Background: an optimization exercise with open tools, aiming at small area, a short achievable clock period and few clock cycles. Do not read the settings as production practice. Function was checked by simulation only, so behaviour that the tests miss may differ from the original.

File: flow/config.mk
export PLATFORM = sky130hd
export DESIGN_NAME = EC_TOP
export DESIGN_NICKNAME = EC_TOP
export VERILOG_FILES = /design/flow/design.v
export SDC_FILE = /design/flow/constraint.sdc
export NUM_CORES = 4
export LEC_CHECK = 0
export CAP_MARGIN = 20
export CORE_MARGIN = 2
export CORE_UTILIZATION = 40
export SLEW_MARGIN = 20
File: flow/constraint.sdc
create_clock -name core_clock -period 77.0 [get_ports {clk}]
set_input_delay 15.4000 -clock core_clock [delete_from_list [all_inputs] [get_ports {clk}]]
set_output_delay 15.4000 -clock core_clock [all_outputs]
set_load 0.01 [all_outputs]
File: flow/design.v
module INV_IP (IN_P, IN_K, OUT_INV);
input  [5:0] IN_P;
input  [4:0] IN_K;
output [5:0] OUT_INV;
wire [10:0] sel = {IN_P, IN_K};
assign OUT_INV[0] =
    (~sel[4] & ~sel[3] & ~sel[2] & ~sel[1] & ~sel[0])
  | (~sel[9] & ~sel[7] & sel[3] & sel[2] & ~sel[0])
  | (sel[9] & sel[8] & ~sel[7] & sel[2] & ~sel[1] & sel[0])
  | (~sel[10] & ~sel[9] & sel[8] & sel[7] & ~sel[2] & ~sel[1])
  | (sel[10] & sel[9] & sel[8] & ~sel[6] & ~sel[3] & ~sel[2] & ~sel[1])
  | (~sel[8] & sel[3] & sel[2] & ~sel[0])
  | (~sel[9] & sel[8] & ~sel[6] & ~sel[2] & ~sel[1] & ~sel[0])
  | (~sel[10] & sel[8] & ~sel[3] & ~sel[1] & ~sel[0])
  | (~sel[8] & sel[6] & sel[3])
  | (sel[9] & ~sel[8] & ~sel[2] & ~sel[1] & ~sel[0])
  | (~sel[10] & ~sel[8] & ~sel[6] & ~sel[2] & ~sel[0])
  | (sel[10] & sel[9] & sel[8] & sel[7] & ~sel[4] & ~sel[2] & ~sel[1] & sel[0])
  | (~sel[9] & ~sel[8] & sel[2] & ~sel[1])
  | (~sel[10] & sel[9] & ~sel[7] & sel[6] & ~sel[1])
  | (sel[4] & sel[3] & ~sel[1] & ~sel[0])
  | (sel[4] & sel[2] & sel[1] & ~sel[0])
  | (sel[6] & sel[3] & sel[1] & ~sel[0])
  | (~sel[10] & sel[8] & sel[6] & sel[2] & sel[0])
  | (~sel[10] & sel[8] & sel[6] & ~sel[2] & ~sel[0])
  | (~sel[7] & ~sel[6] & sel[3] & ~sel[2] & ~sel[1])
  | (sel[10] & ~sel[9] & ~sel[6] & ~sel[3] & sel[2] & sel[0])
  | (~sel[10] & ~sel[7] & sel[6] & sel[2] & ~sel[0])
  | (~sel[9] & sel[4] & sel[2])
  | (sel[10] & sel[9] & sel[8] & ~sel[6] & ~sel[3] & sel[1] & ~sel[0])
  | (sel[9] & ~sel[7] & ~sel[4] & ~sel[3] & ~sel[2] & sel[1] & sel[0])
  | (sel[10] & ~sel[9] & ~sel[7] & sel[6] & ~sel[4] & sel[1] & sel[0])
  | (sel[10] & sel[7] & sel[6] & ~sel[4] & ~sel[3] & ~sel[0])
  | (sel[10] & sel[8] & ~sel[6] & ~sel[3] & sel[2] & sel[1])
  | (sel[7] & sel[6] & sel[4] & sel[0])
  | (~sel[9] & ~sel[7] & sel[6] & sel[4] & sel[1] & ~sel[0])
  | (sel[10] & ~sel[9] & sel[6] & ~sel[4] & ~sel[2] & sel[1] & sel[0])
  | (~sel[9] & sel[3] & ~sel[2] & sel[1] & sel[0])
  | (sel[10] & ~sel[9] & sel[7] & ~sel[6] & ~sel[4] & ~sel[3] & ~sel[1])
  | (~sel[8] & sel[7] & ~sel[3] & sel[2] & ~sel[1] & sel[0])
  | (sel[9] & sel[6] & sel[4] & ~sel[3] & ~sel[1] & sel[0])
  | (sel[8] & ~sel[6] & sel[4] & sel[2] & ~sel[0])
  | (~sel[8] & sel[4] & ~sel[2] & ~sel[0])
  | (sel[8] & ~sel[6] & ~sel[3] & sel[2] & sel[1] & ~sel[0])
  | (~sel[10] & sel[3] & sel[2] & ~sel[0])
  | (sel[10] & ~sel[9] & ~sel[7] & sel[6] & ~sel[4] & ~sel[3] & ~sel[2] & ~sel[1])
  | (~sel[10] & sel[6] & sel[3] & sel[1])
  | (~sel[10] & ~sel[9] & sel[7] & sel[6])
  | (~sel[10] & sel[8] & sel[7] & sel[6] & ~sel[3] & ~sel[2])
  | (sel[10] & ~sel[9] & ~sel[6] & ~sel[4] & ~sel[3] & ~sel[2] & ~sel[0])
  | (sel[9] & sel[8] & ~sel[4] & ~sel[3] & ~sel[2] & sel[1] & sel[0])
  | (~sel[9] & sel[8] & sel[7] & sel[3] & ~sel[1] & sel[0])
  | (sel[9] & ~sel[8] & sel[7] & ~sel[6] & sel[2] & sel[1] & ~sel[0])
  | (sel[9] & ~sel[7] & sel[3] & ~sel[2] & ~sel[0]);
assign OUT_INV[1] =
    (~sel[8] & sel[7] & sel[6] & ~sel[2] & sel[1])
  | (~sel[10] & ~sel[9] & ~sel[6] & sel[1] & sel[0])
  | (~sel[10] & sel[9] & ~sel[7] & sel[6] & sel[1] & sel[0])
  | (sel[10] & sel[8] & ~sel[6] & ~sel[4] & ~sel[3] & ~sel[2] & sel[1] & sel[0])
  | (sel[10] & sel[8] & sel[7] & ~sel[6] & ~sel[4] & ~sel[3] & sel[2] & ~sel[1])
  | (sel[9] & sel[6] & sel[4] & ~sel[1] & sel[0])
  | (sel[10] & ~sel[9] & sel[6] & ~sel[3] & ~sel[2] & sel[1] & ~sel[0])
  | (~sel[9] & sel[8] & ~sel[3] & sel[2] & sel[1] & sel[0])
  | (~sel[9] & sel[7] & sel[4] & ~sel[1] & sel[0])
  | (sel[7] & sel[4] & sel[3] & sel[0])
  | (~sel[6] & sel[4] & sel[2] & ~sel[1] & ~sel[0])
  | (~sel[10] & sel[9] & ~sel[6] & ~sel[2] & ~sel[1] & sel[0])
  | (~sel[10] & ~sel[6] & sel[3] & sel[2])
  | (~sel[8] & sel[3] & sel[2] & sel[1] & ~sel[0])
  | (~sel[8] & sel[7] & sel[6] & sel[3] & ~sel[0])
  | (sel[9] & ~sel[8] & sel[7] & ~sel[6] & ~sel[2] & sel[0])
  | (~sel[10] & ~sel[8] & ~sel[6] & ~sel[1] & sel[0])
  | (~sel[10] & sel[9] & ~sel[6] & ~sel[2] & sel[1] & ~sel[0])
  | (sel[10] & ~sel[7] & ~sel[6] & ~sel[4] & ~sel[3] & sel[0])
  | (sel[10] & sel[9] & ~sel[8] & ~sel[4] & ~sel[3] & sel[1] & sel[0])
  | (sel[10] & sel[9] & sel[8] & ~sel[4] & sel[3] & ~sel[1] & ~sel[0])
  | (~sel[9] & ~sel[8] & sel[3] & sel[2])
  | (~sel[9] & ~sel[6] & sel[3] & ~sel[2] & sel[1] & ~sel[0])
  | (sel[10] & sel[8] & ~sel[6] & ~sel[3] & sel[2] & sel[1] & ~sel[0])
  | (sel[7] & sel[6] & sel[4] & ~sel[0])
  | (sel[9] & sel[7] & sel[6] & sel[3] & sel[1])
  | (sel[9] & sel[7] & sel[6] & ~sel[3] & sel[2] & ~sel[1] & ~sel[0])
  | (sel[10] & sel[7] & sel[6] & ~sel[4] & ~sel[3] & sel[1] & sel[0])
  | (sel[6] & sel[4] & sel[2] & sel[0])
  | (sel[9] & ~sel[7] & sel[2] & ~sel[1] & sel[0])
  | (~sel[8] & ~sel[6] & sel[3] & ~sel[1] & sel[0])
  | (~sel[9] & sel[7] & sel[2] & ~sel[1] & sel[0])
  | (~sel[10] & sel[8] & sel[6] & sel[3] & ~sel[2])
  | (~sel[9] & ~sel[7] & sel[6] & sel[3] & sel[2] & ~sel[0])
  | (~sel[6] & sel[4] & ~sel[2] & ~sel[1] & sel[0])
  | (sel[9] & sel[7] & sel[6] & sel[3] & sel[2] & sel[0])
  | (~sel[9] & ~sel[7] & sel[6] & sel[3] & ~sel[2] & ~sel[1])
  | (sel[6] & sel[4] & ~sel[3] & ~sel[2] & ~sel[1] & ~sel[0])
  | (~sel[9] & sel[8] & sel[7] & ~sel[6] & sel[2])
  | (~sel[7] & sel[6] & ~sel[4] & sel[3] & ~sel[2] & sel[1] & sel[0])
  | (~sel[7] & ~sel[6] & sel[3] & sel[2] & ~sel[1])
  | (~sel[7] & ~sel[6] & sel[4] & sel[1] & ~sel[0])
  | (~sel[8] & sel[4] & ~sel[2] & sel[1])
  | (~sel[10] & sel[7] & ~sel[6] & sel[2] & sel[1] & sel[0])
  | (~sel[7] & sel[6] & ~sel[4] & ~sel[3] & sel[2] & sel[1] & ~sel[0])
  | (sel[9] & ~sel[8] & sel[7] & ~sel[3] & sel[2] & ~sel[1] & ~sel[0])
  | (~sel[9] & ~sel[8] & ~sel[2] & sel[1] & ~sel[0])
  | (sel[10] & sel[9] & sel[8] & ~sel[4] & ~sel[3] & sel[2] & ~sel[0])
  | (sel[8] & sel[7] & ~sel[6] & sel[3] & sel[2] & sel[1] & sel[0])
  | (~sel[10] & ~sel[8] & ~sel[6] & sel[2] & ~sel[1])
  | (~sel[6] & sel[4] & sel[3] & sel[1]);
assign OUT_INV[2] =
    (~sel[10] & sel[8] & sel[6] & sel[2] & ~sel[0])
  | (sel[10] & sel[9] & ~sel[8] & ~sel[4] & sel[1] & sel[0])
  | (~sel[9] & ~sel[7] & sel[4] & ~sel[1] & ~sel[0])
  | (~sel[9] & ~sel[6] & sel[4] & sel[1] & sel[0])
  | (sel[9] & ~sel[7] & ~sel[4] & ~sel[2] & sel[1] & ~sel[0])
  | (~sel[9] & ~sel[8] & sel[2] & sel[1])
  | (sel[10] & sel[8] & sel[7] & ~sel[4] & ~sel[3] & sel[2] & sel[1] & ~sel[0])
  | (sel[9] & ~sel[8] & sel[7] & ~sel[6] & ~sel[3] & sel[2] & ~sel[1])
  | (~sel[7] & sel[4] & sel[3] & sel[0])
  | (sel[10] & sel[8] & ~sel[6] & sel[3] & ~sel[1] & sel[0])
  | (sel[8] & ~sel[6] & sel[3] & sel[2] & ~sel[1])
  | (~sel[10] & sel[9] & ~sel[6] & ~sel[3] & ~sel[2] & sel[1] & ~sel[0])
  | (~sel[9] & sel[6] & sel[3] & ~sel[2] & sel[1] & sel[0])
  | (sel[9] & ~sel[7] & ~sel[6] & sel[1] & ~sel[0])
  | (~sel[9] & sel[6] & sel[4] & sel[1] & ~sel[0])
  | (sel[4] & sel[2] & sel[1] & sel[0])
  | (~sel[9] & sel[8] & ~sel[6] & sel[2] & ~sel[1] & sel[0])
  | (sel[7] & sel[4] & sel[3] & ~sel[0])
  | (sel[9] & ~sel[8] & sel[6] & ~sel[3] & ~sel[2] & sel[1] & ~sel[0])
  | (sel[9] & sel[8] & ~sel[7] & sel[3] & ~sel[2] & ~sel[1])
  | (sel[6] & sel[4] & sel[2] & ~sel[0])
  | (~sel[7] & ~sel[4] & ~sel[3] & ~sel[2] & ~sel[1] & sel[0])
  | (~sel[8] & ~sel[7] & ~sel[6] & ~sel[2] & sel[1])
  | (~sel[9] & ~sel[8] & sel[3] & sel[1])
  | (~sel[9] & ~sel[8] & ~sel[6] & sel[1] & ~sel[0])
  | (sel[10] & sel[9] & ~sel[7] & ~sel[3] & sel[2] & ~sel[1] & ~sel[0])
  | (sel[9] & ~sel[8] & ~sel[3] & sel[2] & ~sel[1] & sel[0])
  | (sel[10] & sel[9] & ~sel[8] & ~sel[4] & sel[3] & ~sel[2] & sel[0])
  | (sel[10] & ~sel[9] & ~sel[7] & sel[6] & ~sel[4] & ~sel[3] & sel[0])
  | (sel[9] & sel[8] & sel[6] & ~sel[4] & ~sel[3] & ~sel[2] & ~sel[1] & sel[0])
  | (sel[10] & sel[7] & sel[6] & sel[2] & sel[1])
  | (~sel[10] & ~sel[9] & sel[7] & sel[6] & sel[0])
  | (sel[8] & sel[7] & ~sel[6] & sel[4] & ~sel[3] & sel[0])
  | (sel[9] & sel[7] & sel[4] & ~sel[2] & ~sel[1] & ~sel[0])
  | (~sel[10] & sel[3] & sel[2])
  | (sel[8] & sel[7] & sel[6] & ~sel[3] & sel[2] & ~sel[0])
  | (sel[6] & ~sel[3] & sel[2] & sel[1] & sel[0])
  | (~sel[9] & sel[8] & sel[7] & sel[3] & ~sel[2] & ~sel[1])
  | (~sel[9] & ~sel[6] & sel[3] & sel[2] & sel[1] & sel[0])
  | (~sel[10] & ~sel[6] & sel[3] & ~sel[1] & ~sel[0])
  | (sel[10] & ~sel[9] & ~sel[7] & ~sel[4] & ~sel[3] & ~sel[2] & sel[0])
  | (~sel[10] & sel[9] & sel[7] & ~sel[6] & sel[2] & ~sel[1] & ~sel[0])
  | (~sel[9] & ~sel[7] & sel[3] & ~sel[1] & ~sel[0])
  | (~sel[9] & sel[8] & sel[7] & ~sel[4] & sel[2] & sel[0]);
assign OUT_INV[3] =
    (~sel[10] & sel[8] & sel[6] & ~sel[3] & sel[1])
  | (sel[7] & sel[6] & sel[4] & ~sel[2])
  | (~sel[9] & sel[3] & ~sel[2] & sel[1] & sel[0])
  | (~sel[8] & ~sel[7] & sel[2] & sel[1] & sel[0])
  | (~sel[7] & ~sel[6] & sel[3] & ~sel[2] & ~sel[1])
  | (~sel[10] & sel[9] & sel[8] & ~sel[6] & ~sel[3] & sel[2] & ~sel[0])
  | (~sel[10] & sel[9] & ~sel[8] & sel[7] & ~sel[2] & sel[1])
  | (sel[9] & ~sel[8] & ~sel[6] & ~sel[4] & ~sel[3] & sel[2] & sel[0])
  | (sel[10] & ~sel[9] & ~sel[7] & sel[6] & ~sel[4] & ~sel[3] & sel[2] & ~sel[0])
  | (sel[4] & sel[3] & sel[1] & sel[0])
  | (sel[10] & sel[8] & sel[7] & ~sel[6] & ~sel[4] & ~sel[3] & sel[2] & sel[1])
  | (~sel[9] & ~sel[6] & sel[4] & sel[1] & ~sel[0])
  | (sel[9] & sel[8] & ~sel[7] & ~sel[3] & sel[2] & ~sel[1] & sel[0])
  | (sel[4] & sel[3] & sel[2])
  | (~sel[9] & sel[6] & ~sel[4] & ~sel[3] & sel[2] & sel[1] & ~sel[0])
  | (sel[9] & ~sel[6] & ~sel[4] & sel[3] & ~sel[2] & sel[0])
  | (sel[9] & ~sel[8] & sel[6] & ~sel[3] & ~sel[2] & sel[0])
  | (sel[10] & ~sel[9] & ~sel[8] & ~sel[4] & ~sel[3] & ~sel[1] & sel[0])
  | (~sel[9] & sel[7] & ~sel[6] & ~sel[2] & sel[1] & ~sel[0])
  | (~sel[9] & sel[6] & sel[4] & ~sel[2] & ~sel[1] & ~sel[0])
  | (sel[9] & sel[6] & sel[4] & ~sel[3] & ~sel[2] & sel[0])
  | (sel[9] & ~sel[7] & ~sel[4] & sel[3] & ~sel[2] & ~sel[1] & sel[0])
  | (sel[9] & ~sel[7] & sel[4] & ~sel[3] & ~sel[2] & sel[1])
  | (~sel[8] & sel[4] & ~sel[2] & ~sel[0])
  | (sel[10] & sel[7] & sel[6] & sel[3] & sel[1])
  | (~sel[10] & sel[9] & sel[8] & ~sel[2] & sel[1] & sel[0])
  | (sel[9] & ~sel[7] & sel[3] & sel[2] & ~sel[0])
  | (~sel[9] & ~sel[7] & sel[6] & sel[3] & sel[2] & ~sel[1])
  | (sel[10] & sel[9] & ~sel[8] & sel[2] & sel[1] & sel[0])
  | (sel[10] & ~sel[7] & sel[6] & ~sel[4] & ~sel[2] & sel[1] & ~sel[0])
  | (sel[8] & ~sel[6] & sel[4] & sel[2] & sel[0])
  | (~sel[9] & sel[7] & sel[6] & ~sel[4] & ~sel[3] & sel[2] & ~sel[1] & sel[0])
  | (~sel[7] & ~sel[6] & ~sel[3] & sel[2] & sel[0])
  | (sel[7] & sel[6] & ~sel[2] & sel[1] & sel[0])
  | (sel[8] & ~sel[6] & ~sel[4] & ~sel[2] & ~sel[1] & sel[0])
  | (sel[9] & sel[3] & sel[2] & sel[1] & ~sel[0])
  | (~sel[8] & ~sel[7] & sel[3])
  | (sel[9] & sel[6] & sel[3] & sel[2] & sel[1])
  | (sel[10] & sel[9] & ~sel[8] & sel[3] & ~sel[2] & sel[0])
  | (sel[10] & ~sel[8] & sel[3] & ~sel[2] & ~sel[1] & ~sel[0])
  | (sel[10] & sel[9] & ~sel[7] & ~sel[4] & ~sel[3] & sel[2] & ~sel[1])
  | (~sel[9] & ~sel[8] & sel[2] & ~sel[1] & sel[0])
  | (~sel[10] & sel[9] & ~sel[6] & sel[2] & ~sel[1] & sel[0])
  | (~sel[10] & sel[8] & sel[3] & ~sel[2] & ~sel[1] & ~sel[0])
  | (sel[10] & ~sel[9] & ~sel[7] & ~sel[4] & ~sel[3] & ~sel[2] & ~sel[1] & sel[0])
  | (~sel[9] & ~sel[7] & sel[6] & sel[3] & sel[2] & sel[0]);
assign OUT_INV[4] =
    (~sel[8] & sel[6] & sel[2] & ~sel[1] & ~sel[0])
  | (~sel[9] & ~sel[6] & sel[2] & sel[1] & ~sel[0])
  | (sel[6] & sel[4] & sel[2] & sel[1])
  | (~sel[10] & sel[6] & sel[3] & sel[0])
  | (sel[10] & ~sel[9] & ~sel[7] & sel[6] & sel[2] & ~sel[1] & ~sel[0])
  | (~sel[10] & ~sel[8] & sel[7] & sel[2])
  | (sel[7] & sel[6] & ~sel[4] & ~sel[3] & sel[2] & sel[0])
  | (sel[9] & sel[8] & ~sel[7] & sel[2] & sel[1] & ~sel[0])
  | (~sel[10] & ~sel[6] & sel[3] & sel[1])
  | (~sel[8] & sel[7] & ~sel[4] & sel[3] & ~sel[2] & ~sel[1] & ~sel[0])
  | (~sel[8] & sel[4] & ~sel[2] & ~sel[1] & sel[0])
  | (~sel[9] & ~sel[8] & ~sel[2] & sel[1] & sel[0])
  | (sel[10] & sel[9] & sel[8] & ~sel[6] & ~sel[4] & ~sel[3] & sel[2] & sel[0])
  | (sel[10] & ~sel[8] & ~sel[4] & ~sel[3] & ~sel[1] & sel[0])
  | (sel[10] & sel[9] & ~sel[6] & ~sel[4] & sel[3] & ~sel[1] & ~sel[0])
  | (sel[10] & sel[7] & sel[6] & ~sel[4] & ~sel[3] & sel[2])
  | (sel[10] & sel[8] & sel[7] & ~sel[6] & sel[3] & sel[2] & ~sel[1] & sel[0])
  | (~sel[7] & sel[4] & sel[3] & ~sel[0])
  | (sel[9] & sel[8] & sel[7] & sel[6] & ~sel[3] & ~sel[2] & sel[1] & ~sel[0])
  | (sel[10] & sel[9] & sel[6] & ~sel[3] & ~sel[2] & sel[0])
  | (~sel[7] & ~sel[6] & sel[3] & sel[2] & ~sel[0])
  | (~sel[8] & ~sel[6] & sel[3] & ~sel[2] & sel[1])
  | (~sel[9] & ~sel[7] & sel[6] & sel[2] & sel[1] & sel[0])
  | (sel[10] & sel[6] & ~sel[4] & ~sel[3] & ~sel[2] & ~sel[1] & sel[0])
  | (~sel[9] & ~sel[6] & sel[3] & ~sel[2] & ~sel[1] & ~sel[0])
  | (sel[10] & sel[9] & ~sel[7] & ~sel[4] & ~sel[2] & sel[0])
  | (sel[10] & ~sel[9] & sel[6] & ~sel[4] & ~sel[3] & ~sel[2] & sel[1] & ~sel[0])
  | (sel[10] & sel[7] & sel[6] & ~sel[4] & ~sel[3] & sel[0])
  | (~sel[10] & sel[3] & ~sel[2] & sel[0])
  | (sel[10] & ~sel[8] & ~sel[4] & ~sel[3] & sel[2] & sel[1] & ~sel[0])
  | (sel[8] & sel[4] & sel[2] & sel[1] & ~sel[0])
  | (sel[10] & sel[8] & sel[7] & ~sel[4] & ~sel[3] & ~sel[2] & sel[1] & ~sel[0])
  | (~sel[8] & sel[4] & sel[2] & ~sel[1] & ~sel[0])
  | (~sel[7] & ~sel[6] & sel[3] & ~sel[2] & sel[1] & sel[0])
  | (sel[9] & ~sel[7] & sel[3] & sel[2] & ~sel[0])
  | (~sel[7] & ~sel[6] & sel[4] & sel[1] & sel[0])
  | (~sel[9] & ~sel[7] & sel[6] & sel[4] & ~sel[1])
  | (sel[9] & sel[8] & sel[6] & ~sel[2] & ~sel[1] & sel[0])
  | (~sel[10] & sel[9] & sel[7] & ~sel[6] & ~sel[2] & sel[1] & sel[0]);
assign OUT_INV[5] =
    (sel[10] & sel[9] & sel[7] & ~sel[4] & ~sel[3] & sel[1])
  | (~sel[7] & sel[4] & sel[3] & ~sel[2] & ~sel[0])
  | (sel[6] & sel[4] & sel[1] & sel[0])
  | (sel[9] & sel[4] & ~sel[3] & ~sel[2] & sel[1] & sel[0])
  | (~sel[9] & ~sel[7] & sel[6] & sel[3] & ~sel[2] & ~sel[0])
  | (sel[9] & sel[6] & sel[4] & ~sel[3] & ~sel[1] & ~sel[0])
  | (~sel[7] & ~sel[6] & sel[4] & ~sel[1] & sel[0])
  | (sel[10] & sel[9] & sel[8] & sel[3] & sel[1] & ~sel[0])
  | (sel[10] & sel[9] & ~sel[8] & ~sel[2] & sel[1] & ~sel[0])
  | (~sel[9] & ~sel[8] & ~sel[3] & sel[2] & ~sel[1] & ~sel[0])
  | (~sel[9] & ~sel[7] & sel[6] & sel[3] & ~sel[2] & ~sel[1])
  | (sel[9] & ~sel[8] & sel[4] & ~sel[3] & sel[0])
  | (sel[10] & sel[9] & sel[8] & ~sel[6] & ~sel[4] & ~sel[1] & sel[0])
  | (~sel[9] & sel[8] & sel[7] & sel[3] & ~sel[1] & ~sel[0])
  | (sel[7] & sel[6] & sel[4] & sel[0])
  | (~sel[9] & sel[7] & sel[6] & sel[3] & sel[1] & sel[0])
  | (~sel[9] & ~sel[7] & ~sel[6] & ~sel[4] & ~sel[3] & ~sel[2] & sel[1] & ~sel[0])
  | (sel[9] & ~sel[8] & sel[7] & ~sel[6] & ~sel[3] & sel[1])
  | (sel[9] & ~sel[7] & sel[3] & sel[2] & sel[0])
  | (sel[10] & sel[8] & sel[7] & ~sel[6] & ~sel[3] & sel[2] & ~sel[1] & sel[0])
  | (sel[10] & sel[9] & sel[6] & ~sel[4] & ~sel[3] & sel[2] & ~sel[0])
  | (sel[8] & ~sel[7] & ~sel[6] & ~sel[3] & sel[2] & ~sel[1] & ~sel[0])
  | (sel[7] & sel[6] & sel[4] & sel[2] & ~sel[1])
  | (sel[10] & sel[9] & sel[8] & ~sel[4] & ~sel[3] & sel[2] & ~sel[1])
  | (sel[9] & sel[4] & ~sel[3] & ~sel[2] & ~sel[1] & ~sel[0])
  | (sel[9] & ~sel[6] & sel[4] & ~sel[2] & sel[1] & ~sel[0])
  | (sel[10] & ~sel[9] & ~sel[7] & sel[6] & ~sel[3] & ~sel[2] & sel[1] & sel[0])
  | (~sel[9] & sel[8] & ~sel[6] & sel[3] & sel[2] & ~sel[1] & sel[0]);
endmodule
module EC_TOP(
    clk, rst_n, in_valid,
    in_Px, in_Py, in_Qx, in_Qy, in_prime, in_a,
    out_valid, out_Rx, out_Ry
);
input clk, rst_n, in_valid;
input [6-1:0] in_Px, in_Py, in_Qx, in_Qy, in_prime, in_a;
output reg out_valid;
output reg [6-1:0] out_Rx, out_Ry;
reg v1, vd, v2, v3, v4;
wire dbl;
always @(posedge clk or negedge rst_n) begin
    if (!rst_n) begin
        v1 <= 1'b0; vd <= 1'b0; v2 <= 1'b0; v3 <= 1'b0; v4 <= 1'b0;
    end else begin
        v1 <= in_valid;
        vd <= v1 & dbl;
        v2 <= (v1 & ~dbl) | vd;
        v3 <= v2;
        v4 <= v3;
    end
end
reg [5:0] px, py, qx, qy, pr, aa;
wire busy = v1 | vd | v2 | v3 | v4;
always @(posedge clk) begin
    if (!busy) begin
        px <= in_Px; py <= in_Py; qx <= in_Qx; pr <= in_prime; aa <= in_a;
    end
    qy <= in_Qy;
end
assign dbl = (px == qx) && (py == qy);
reg  [5:0] mm_a, mm_b;
reg  [7:0] mm_c;
reg  [11:0] mm_x;
reg  [8:0] mm_d1, mm_d2, mm_d3;
wire [7:0] p3 = {2'b00, pr} + {1'b0, pr, 1'b0};
integer k;
always @(*) begin
    mm_x = mm_a * mm_b + mm_c;
    for (k = 4; k >= 0; k = k - 2) begin
        mm_d1 = {1'b0, mm_x[k +: 8]} - {3'b000, pr};
        mm_d2 = {1'b0, mm_x[k +: 8]} - {2'b00, pr, 1'b0};
        mm_d3 = {1'b0, mm_x[k +: 8]} - {1'b0, p3};
        if (!mm_d3[8])      mm_x[k +: 8] = mm_d3[7:0];
        else if (!mm_d2[8]) mm_x[k +: 8] = mm_d2[7:0];
        else if (!mm_d1[8]) mm_x[k +: 8] = mm_d1[7:0];
    end
end
wire [5:0] mm_out = mm_x[5:0];
wire [6:0] ex   = dbl ? {py, 1'b0} : {1'b0, qx};
wire [6:0] ey   = dbl ? {1'b0, pr} : {1'b0, px};
wire [7:0] e, eo;
RIPPLE #(8) u_e  (.a({1'b0, ex}), .b(~{1'b0, ey}), .ci(1'b1), .s(e));
wire [7:0] emv  = e[0] ? 8'd0 : (e[7] ? {2'b00, pr} : ~{2'b00, pr});
RIPPLE #(8) u_eo (.a(e), .b(emv), .ci(~e[0] & ~e[7]), .s(eo));
wire       sg   = eo[7];
wire [4:0] kidx = sg ? ~eo[5:1] : eo[5:1];    
wire [5:0] rinv;
INV_IP I_INV_IP (.IN_P(pr), .IN_K(kidx), .OUT_INV(rinv));
reg [5:0] ra, rb;
reg       r_sg;
wire [5:0] mneg;                     
RIPPLE #(6) u_mn (.a(pr), .b(~mm_out), .ci(1'b1), .s(mneg));
wire [7:0] c3, c4;
RIPPLE #(8) u_c3 (.a({1'b0, px, 1'b0}), .b({2'b00, qx}), .ci(1'b0), .s(c3));     
RIPPLE #(8) u_c4 (.a({2'b00, pr}), .b(~{2'b00, py}), .ci(1'b1), .s(c4));          
always @(*) begin
    mm_a = ra; mm_b = rb; mm_c = 8'd0;
    if (v1) begin
        mm_a = dbl ? px : {pr[5:1], 1'b0};
        mm_b = dbl ? px : py;
        mm_c = dbl ? 8'd0 : {2'b00, qy};
    end
    if (vd) begin
        mm_b = 6'd3; mm_c = {2'b00, aa};
    end
    if (v3) mm_c = c3;
    if (v4) mm_c = c4;
end
always @(posedge clk) begin
    if (v1) r_sg <= sg;
    if (v1 | vd) ra <= mm_out;
    else if (v2) ra <= r_sg ? mneg : mm_out;
    if (v1) rb <= rinv;
    else if (v2) rb <= r_sg ? mm_out : mneg;
    else if (v3) rb <= mm_out;
end
wire [6:0] rxs;
wire [5:0] rxv;
RIPPLE #(7) u_rs (.a({1'b0, px}), .b(~{1'b0, rb}), .ci(1'b1), .s(rxs));
RIPPLE #(6) u_rv (.a(rxs[5:0]), .b(rxs[6] ? pr : 6'd0), .ci(1'b0), .s(rxv));   
always @(posedge clk or negedge rst_n) begin
    if (!rst_n) begin
        out_valid <= 1'b0; out_Rx <= 6'd0; out_Ry <= 6'd0;
    end else begin
        out_valid <= v4;
        out_Rx <= v4 ? rxv : 6'd0;
        out_Ry <= v4 ? mm_out : 6'd0;
    end
end
endmodule
module RIPPLE #(parameter N = 6) (a, b, ci, s);
input  [N-1:0] a, b;
input          ci;
output [N-1:0] s;
wire   [N:0]   c;
assign c[0] = ci;
genvar i;
generate
    for (i = 0; i < N; i = i + 1) begin : g
        assign s[i]   = a[i] ^ b[i] ^ c[i];
        assign c[i+1] = (a[i] & b[i]) | (c[i] & (a[i] ^ b[i]));
    end
endgenerate
endmodule
File: flow/run.sh
#!/bin/bash
# synth_recipe.tcl (not shown) runs the flow's synth.tcl, then flattens the netlist and writes it again
# the make line also repeats each setting of config.mk as NAME=value (left out here)
make -C /OpenROAD-flow-scripts/flow DESIGN_CONFIG=/design/flow/config.mk WORK_HOME=/design/flow/orfs CLKGATE_MAP_FILE= SYNTH_SCRIPT=/design/flow/synth_recipe.tcl finish
==> results.txt, run 1 <==
- Adding up every negative setup slack in the final design gives 0 ps.
- The largest area contributor in the synthesized netlist is ha_1.
- The number of buffers added to fix hold violations after cts is 0.
- The number of antenna violations at the first check in global routing is 0.
- Data on the critical path arrives at its endpoint at 1200 ps.
- In the final layout, the share of cells above drive strength 1 is 5.637%.
- Summing the areas of all xor and xnor instances in the mapped netlist gives 5.727% of the synthesized area.
- The buffer and inverter count on the worst path is 1.
- The most common cell in the synthesized netlist is nor2_1.
- Of the available clock period, the critical path in the final layout requires 21.56%.
- The maximum cell stage delay along the critical path is 530 ps.
- On the final layout, the worst hold slack is 411.0 ps.
- After synthesis, the share of cell area in mux cells is 2.166%.
- The element type at the critical path end is a primary output.
- The count of pins over their slew limit came to 0.
- The headroom to the max-slew limit is 28.36%.
- The clock latency of the later-clocked register in the worst-skew pair is 350 ps.
- Counting every instance in the synthesized netlist gives 1,270.
- The share of the synthesized area in compound gates (AO/OA/AOI/OAI) is 24.69%.
- The final route contains 10.11k vias.
- Setup repair after global routing left no endpoint under its margin.
- The number of antenna cells inserted is 0.
- The synthesized design contains 43 enable-type register cells.
- The worst setup margin is 60,400 ps.
- The first global-routing pass estimated 53,760 um of wire.
- Once the clock tree was built, the setup fixing pass inserted 0 buffers.
- The average via count per standard cell is 6.203.
- The post-synthesis average cell area is 8.188 um2.
- The global-route usage over all layers is 25.41%.
- The post-synthesis net count is 1,485.
- The number of DRC violations after detailed routing is 0.
- TritonCTS built the clock tree.
- Setup violations remaining at the end of the flow were counted as 0.
- No sink is reached through more buffers than the 2 on the longest clock path.
- The slew at the pin closest to its max-slew limit is 1072 ps.
- Counting distinct cell types in the post-synthesis netlist gives 78.
- The final layout contains 1,505 nets.
- Of the post-synthesis cell area, the dominant cell type holds 13.48%.
- The timing-limited maximum frequency is 60.23 MHz.
- The share of synthesized cell area in full adder, half adder and majority cells is 25.80%.
- For this run, asynchronously set or reset flops after synthesis account for 26.87%.
- The initial DRC count is 1,391.
- The kind of start point of the critical path is a flip-flop.
- Counting flops and latches in the post-synthesis netlist gives 67.
- The tree is rooted in a clkbuf_16.
- The flow ran to the end and the layout has no timing, DRC or antenna violations.
- The total standard cell area after synthesis is 10,400 um2.
- The clock-pin transition on the worst setup and hold timing paths is 70 ps.
- Relative to the synthesized area, the layout overhead comes to 12.26%.
- The area enclosed by the die boundary is 27,300 um2.
- The first-pass iteration count of the detailed router is 9.
- The congestion estimate from routability-driven global placement came to 0.9543.
- The number of hold-slack violations in the final timing report was 0.
- The number of routed nets with antenna violations is 0.
- CTS built an H-tree with a depth of 3.
- The clock net in this run drives a total of 67 sinks.
- The number of resized instances in the post-cts repair step is 0.
- The number of global-route vias before repair is 9,621.
- Entering global routing, the biggest net connects 53 pins.
- In this run the vertical extent of the chip is 165.2 um.
- The floorplan die width is 165.2 um.
- The most used flip-flop cell after synthesis is edfxtp_1.
- The proportion of synthesized chip area in sequential cells is 17.90%.
- Dividing the detail-routed wire length by the instance count gives 21.39 um.
- The kind of cell with the highest combined delay along the critical path is buffers and inverters.
- The number of warnings printed during yosys synthesis is 1.
- Ranked by total cell area, the synthesized netlist is headed by ha_1 (13%), edfxtp_1 (12%), fa_1 (12%), a21oi_1 (5.1%), dfrtp_1 (4.3%).
- The number of clock buffers inserted by TritonCTS is 9.
- The start-to-end type of the worst setup path is reg -> out.
- The cell type of the slowest stage on the worst timing path is clkdlybuf4s50_1.
- The class of the tightest hold or removal check is reg -> reg.
- OpenSTA, run right after detailed placement, puts the worst setup slack at 60,270 ps.
- For this design the top-level I/O count stands at 52.
- The half-perimeter wire length after detailed placement is 25,130 um.
- Of all nets on the critical path, the largest fanout is 1.
- The count of buffers inserted at the top-level ports is 51.
- The worst endpoint required time is 61,600 ps.
- Across the run, the number of max-cap violations was 0.
- The core outline area is 25,760 um2.
- The effective utilization at floorplan is 40.36%.
- The placement row count is 59.
- After global routing the overflow that remains totals 0.
- By area, the combinational part of the netlist is dominated by adder cells.
- Counting the fill cells in the layout gives 2,531.
- After Yosys synthesis, and, or, nand and nor cells account for 18.17% of the synthesized area.
- Walking the worst path, the cells encountered are clkdlybuf4s50_1.
- The clock tree skew after final layout is 12.49 ps.
- In the synthesized netlist, the cells that appear most often are nor2_1 (115), ha_1 (112), nand2_1 (110).
- For the finished layout, the period the worst path requires is 16,600 ps.
- The overall routed net length is 34,870 um.
-- layout by cell type, fill, tap and decap left out, types with 14 or more instances in the layout --
cell type          n
a21o_1            30
nand3_1           25
nor2b_1           23
nand2b_1          22
and2_1            19
nor2_1           114
a21oi_1          105
fa_1              64
mux2i_1           18
xnor2_1           33
buf_4             22
dfrtp_1           18
nor3_1            28
inv_1             87
edfxtp_1          43
ha_1             112
a31oi_1           21
a221oi_1          22
nand2_1          110
a22oi_1           14
o21ai_0           73
clkdlybuf4s50_1   50
xor2_1            25
-- final timing paths --
kind,endpoint,start,slack (ps),cells after the start
setup / recovery,out_Rx[3],out_Rx[3],60400,1
hold / removal,v3,v2,410,0
setup reg to reg,rb[5],px[5],60930,52
hold reg to reg,v3,v2,410,0
max in group asynchronous,v1,rst_n,61600,1
min in group asynchronous,out_Ry[0],rst_n,15030,1
-- sequential cells by signal, summed over array words and instances (netlist names), 6 cells and up --
register	count
pr	6
aa	6
out_Ry	6
rb	6
out_Rx	6
ra	6
px	6
qx	6
qy	6
py	6
-- final cells by class --
| class | count | area [um2] | share of cell area (%) |
|---|---|---|---|
| clock buffers | 10 | 239.0 | 2.047 |
| clock inverters | 6 | 95.09 | 0.8146 |
| inverters | 89 | 334.1 | 2.862 |
| multi-input cells | 1050 | 8054 | 68.99 |
| flip-flops and latches | 67 | 1862 | 15.95 |
| well taps | 335 | 419.2 | 3.591 |
| repair buffers | 73 | 670.6 | 5.745 |
-- stage by stage --
stage / utilization [%] / area [um2] / cells
2_1_floorplan: - / 10400 / 1270
3_3_place_gp: 43.99 / 11330 / 1614
3_5_place_dp: 43.99 / 11330 / 1614
4_1_cts: 45.29 / 11670 / 1630
5_1_grt: 45.31 / 11670 / 1630
6_report: 45.31 / 11670 / 1630
-- cells by family after synthesis --
kind of cell	after synthesis
AND/OR/NAND/NOR	396
AO/OA/AOI/OAI	388
adder cells (fa/ha/maj)	176
buffers and inverters	153
XOR/XNOR	68
flip-flops	67
multiplexers	22
-- per-layer routing --
layer / up-vias / wire, um / track usage [%]
met1: 4806 / 14830 / 34.88
met2: 560 / 16040 / 41.38
met4: 0 / 980 / 7.431
met5: - / 0 / 0
li1: 4653 / - / -
met3: 92 / 3013 / 3.846
Testbench counts, summed over its fixed seeds: cycles 15,024.
==> run 2, diff against run 1 <==
==> flow/flow/run.sh (new file) <==
#!/bin/bash
# The standard layout, with the port buffers made from buf_2 cells instead of the
# delay buffers buffer_ports picks by default.
export BUFFER_PORTS_ARGS="-buffer_cell sky130_fd_sc_hd__buf_2"
bash standard.sh > standard.log 2>&1
==> flow/standard.sh (new file) <==
#!/bin/bash
# synth_recipe.tcl (not shown) runs the flow's synth.tcl, then flattens the netlist and writes it again
# the make line also repeats each setting of config.mk as NAME=value (left out here)
make -C /OpenROAD-flow-scripts/flow DESIGN_CONFIG=/design/flow/config.mk WORK_HOME=/design/flow/orfs CLKGATE_MAP_FILE= SYNTH_SCRIPT=/design/flow/synth_recipe.tcl "${@:-finish}"
removed: flow/run.sh
==> run 2 against run 1 <==
Core utilization fell by 0.95 points. Routed wire length fell by 0.83%. First-iteration DRC count fell by 14%. Register-to-register slack improved by 630 ps. Cell count rose by 0.12%. Setup slack improved by 360 ps. Global-route usage rose by 0.19 points. Via count barely moved. Die area did not move. Worst hold slack improved by 6.2 ps.
==> results.txt, run 2 <==
- In the global route stage, overall resource usage came out at 25.60%.
- At the end of the flow, the number of nets in the layout was 1,507.
- Summed over all nets, the half-perimeter wirelength after detailed placement is 24,700 um.
- The most used flip-flop cell after synthesis is edfxtp_1.
- The number of buffers added to fix hold violations after cts is 0.
- The final standard cell area without fillers is 11,430 um2.
- The count of pins over their slew limit was 0.
- The synthesized design contains 67 register bits.
- The slew at the pin closest to its max-slew limit is 999.0 ps.
- No sink is reached through more buffers than the 2 on the longest clock path.
- The final period utilization is 21.10%.
- The final layout contains routed wiring with a total length of 34,580 um.
- Setup repair after global routing left no endpoint under its margin.
- The total vias in the final route is 10.12k.
- The startpoint of the lowest-slack hold path is v2.
- The floorplan has 59 rows.
- The share of async-settable or async-resettable flops after synthesis is 26.87%.
- Along the worst hold path, the cell count comes to 0.
- The number of global-route vias before repair is 9,585.
- For this run, the slowest stage of the critical path takes 360 ps.
- The area enclosed by the die boundary is 27,300 um2.
- In this run the horizontal extent of the chip is 165.2 um.
- The largest fanout on the critical path is 1.
- The number of warnings printed during yosys synthesis is 1.
- The filler cells instantiated in the layout total 2,558.
- The first-pass iteration count of the detailed router is 6.
- The largest net degree at the start of global routing is 46.
- Among all stages on the critical path, the largest delay is contributed by dfrtp_1.
- The clock tree skew after final layout is 16.46 ps.
- The number of hold-slack violations in the final timing report is 0.
- The initial DRC count is 1,200.
- The depth of the CTS H-tree is 3.
- The worst endpoint required time is 61,600 ps.
- The worst hold slack is 417.2 ps.
- When the netlist entered floorplanning its net count stood at 1,485.
- At the later pin of the worst-skew pair, clock insertion delay measures 350 ps.
- By startpoint and endpoint, the worst setup path is classified as reg -> out.
- The number of buffers and inverters on the critical path is 1.
- Yosys attributes the largest share of cell area to ha_1 (13%), edfxtp_1 (12%), fa_1 (12%), a21oi_1 (5.1%), dfrtp_1 (4.3%).
- The top cell type by area accounts for 13.48% of the synthesized area.
- By count the netlist is led by nor2_1 (115), ha_1 (112), nand2_1 (110).
- Using the TritonRoute via totals, the vias-per-cell ratio works out to 6.200.
- In the final layout, the share of cells above drive strength 1 is 9.638%.
- The TritonCTS clock tree is done.
- The number of antenna diodes in the final layout is 0.
- Global routing used 35.31% of the available met1 tracks.
- Counting cells, the worst reg-to-reg path comes to 50.
- The number of sinks on the clock net is 67.
- The total standard cell area after synthesis is 10,400 um2.
- The end of the worst register-to-register path is rb[5].
- In this run the register-to-register setup slack is 61,560 ps.
- After detailed routing, the number of remaining DRC violations is 0.
- The kind of cell with the highest combined delay along the critical path is flip-flops.
- In the global route stage, met3 resource usage came out at 3.971%.
- For hold timing, the worst endpoint is v3.
- The launch point of the worst reg-to-reg path is px[5].
- TritonCTS created 9 clock buffers.
- For the finished layout, the period the worst path requires is 16,250 ps.
- The data arrival time of the worst path is 850 ps.
- The largest total area in the synthesized netlist belongs to ha_1.
- After clock tree synthesis, the clock-pin slew on the worst setup and hold paths is 70 ps.
- The count of buffers inserted at the top-level ports is 51.
- After detailed placement, the total cell area comes to 11,090 um2.
- The effective utilization at floorplan is 40.36%.
- The height of the chip is 165.2 um.
- The post-synthesis average cell area is 8.188 um2.
- In the final timing run, aggregate negative setup slack is 0 ps.
- The core region is 25,760 um2.
- Global routing consumed, on the met2 layer, 41.23% of the routing resources.
- Based on the critical path, the design can be clocked at up to 61.56 MHz.
- In the layout the commonest cells are nor2_1 (114), ha_1 (112), nand2_1 (110).
- The number of antenna violations at the first check in global routing was 0.
- Relative to the synthesized area, the layout overhead comes to 9.903%.
- The most frequent cell after synthesis is nor2_1.
- The critical path goes through buf_2.
- The run finished with no timing, DRC or antenna violations.
- The number of enable-type register cells in the synthesized netlist is 43.
- The number of max-cap violations is 0.
- The number of distinct library cells after synthesis is 78.
- Summed over all layers, the global routing overflow is 0.
- The final non-filler cell total is 1,632.
- The number of placed instances, taps included, is 1,615.
- The total setup buffers inserted after CTS is 0.
- The headroom to the max-slew limit is 33.15%.
- The worst setup path is launched from a flip-flop.
- The root buffer cell chosen for the clock tree is clkbuf_16.
- The count of nets left with antenna violations once routing finished came out at 0.
- After global routing, the most crowded layer is met2.
- The count of pins on the block boundary is 52.
- The number of resized instances in the post-cts repair step is 0.
- Dividing the detail-routed wire length by the instance count gives 21.19 um.
- The final weighted congestion in routability-driven placement is 0.9753.
- The element type at the critical path end is a primary output.
- The class of the tightest hold or removal check is reg -> reg.
- The number of instances in the synthesized netlist is 1,270.
- The first global-routing pass estimated 54,070 um of wire.
- Setup violations remaining at the end of the flow were counted as 0.
- Sequential cells were found to cover 17.90% of the synthesized design area.
- The library cell used most frequently in the layout, excluding fill and tap cells, is nor2_1.
[run 2: changes by cell type in the layout (fill, tap and decap cells not counted), moves of 2 or more]
cell,change
buf_2,+50
clkdlybuf4s50_1,-50
bufinv_16,-2
clkinv_4,-2
clkinvlp_4,+2
[run 2: layout make-up]
type	count	area, um2	area share, %
sequential	67	1862	16.29
tap	335	419.2	3.668
clock inverter	6	52.55	0.4598
timing repair buffer	75	455.4	3.985
multi-input combinational	1050	8055	70.48
inverter	89	334.1	2.923
clock buffer	10	250.2	2.190
[run 2: layer usage]
metal,vias to the layer above,share of wire (%)
met1,4827,43
met4,0,3.4
met3,103,7.8
met5,-,0
met2,512,46
li1,4677,-
[run 2: per-stage QoR]
stage | setup WS, ps | util, %
3_5_place_dp | 61120 | 43.03
5_1_grt | 60440 | 44.36
3_3_place_gp | 61130 | 43.03
6_report | 60750 | 44.36
4_1_cts | 60740 | 44.20
2_1_floorplan | 61220 | -
[run 2: logic make-up after synthesis]
| logic type | share of synthesized area (%) |
|---|---|
| AO/OA/AOI/OAI | 24.69 |
| adder cells (fa/ha/maj) | 25.80 |
| flip-flops | 17.90 |
| buffers and inverters | 5.547 |
| XOR/XNOR | 5.727 |
| multiplexers | 2.166 |
| AND/OR/NAND/NOR | 18.17 |
[run 2: worst max path at each step]
stage              start         to  cells after the start
3_3_place_gp   out_Ry[2]  out_Ry[2]                      1
2_1_floorplan  out_Rx[0]  out_Rx[0]                      0
4_1_cts        out_Ry[3]  out_Ry[3]                      1
3_5_place_dp   out_Rx[5]  out_Rx[5]                      1
5_1_grt            px[4]      rb[5]                     50
6_report       out_Ry[3]  out_Ry[3]                      1

-- separate check: timing with driven ports --
The results above use ideal ports. As a check the final layouts listed here were re-extracted and re-timed, cells and wires unchanged.
Step 1 assumes that a clkbuf_16 drives the clock port and a buf_2 every other input.
Step 2 times the ports against the registers' clock, not the clock port: input delays grow and output delays shrink by t, the midpoint of the rising clock arrivals with the driver on.
a / b / c = no drivers / after step 1 / after step 2; a / b = the first two.
run	t (ns)	setup slack, ns	hold WS [ns]
run 1	0.390	60.397 / 60.347 / 60.736	0.411 / 0.411 / 0.411
run 2	0.391	60.755 / 60.706 / 61.096	0.417 / 0.417 / 0.417
After both steps every run listed still meets setup and hold.
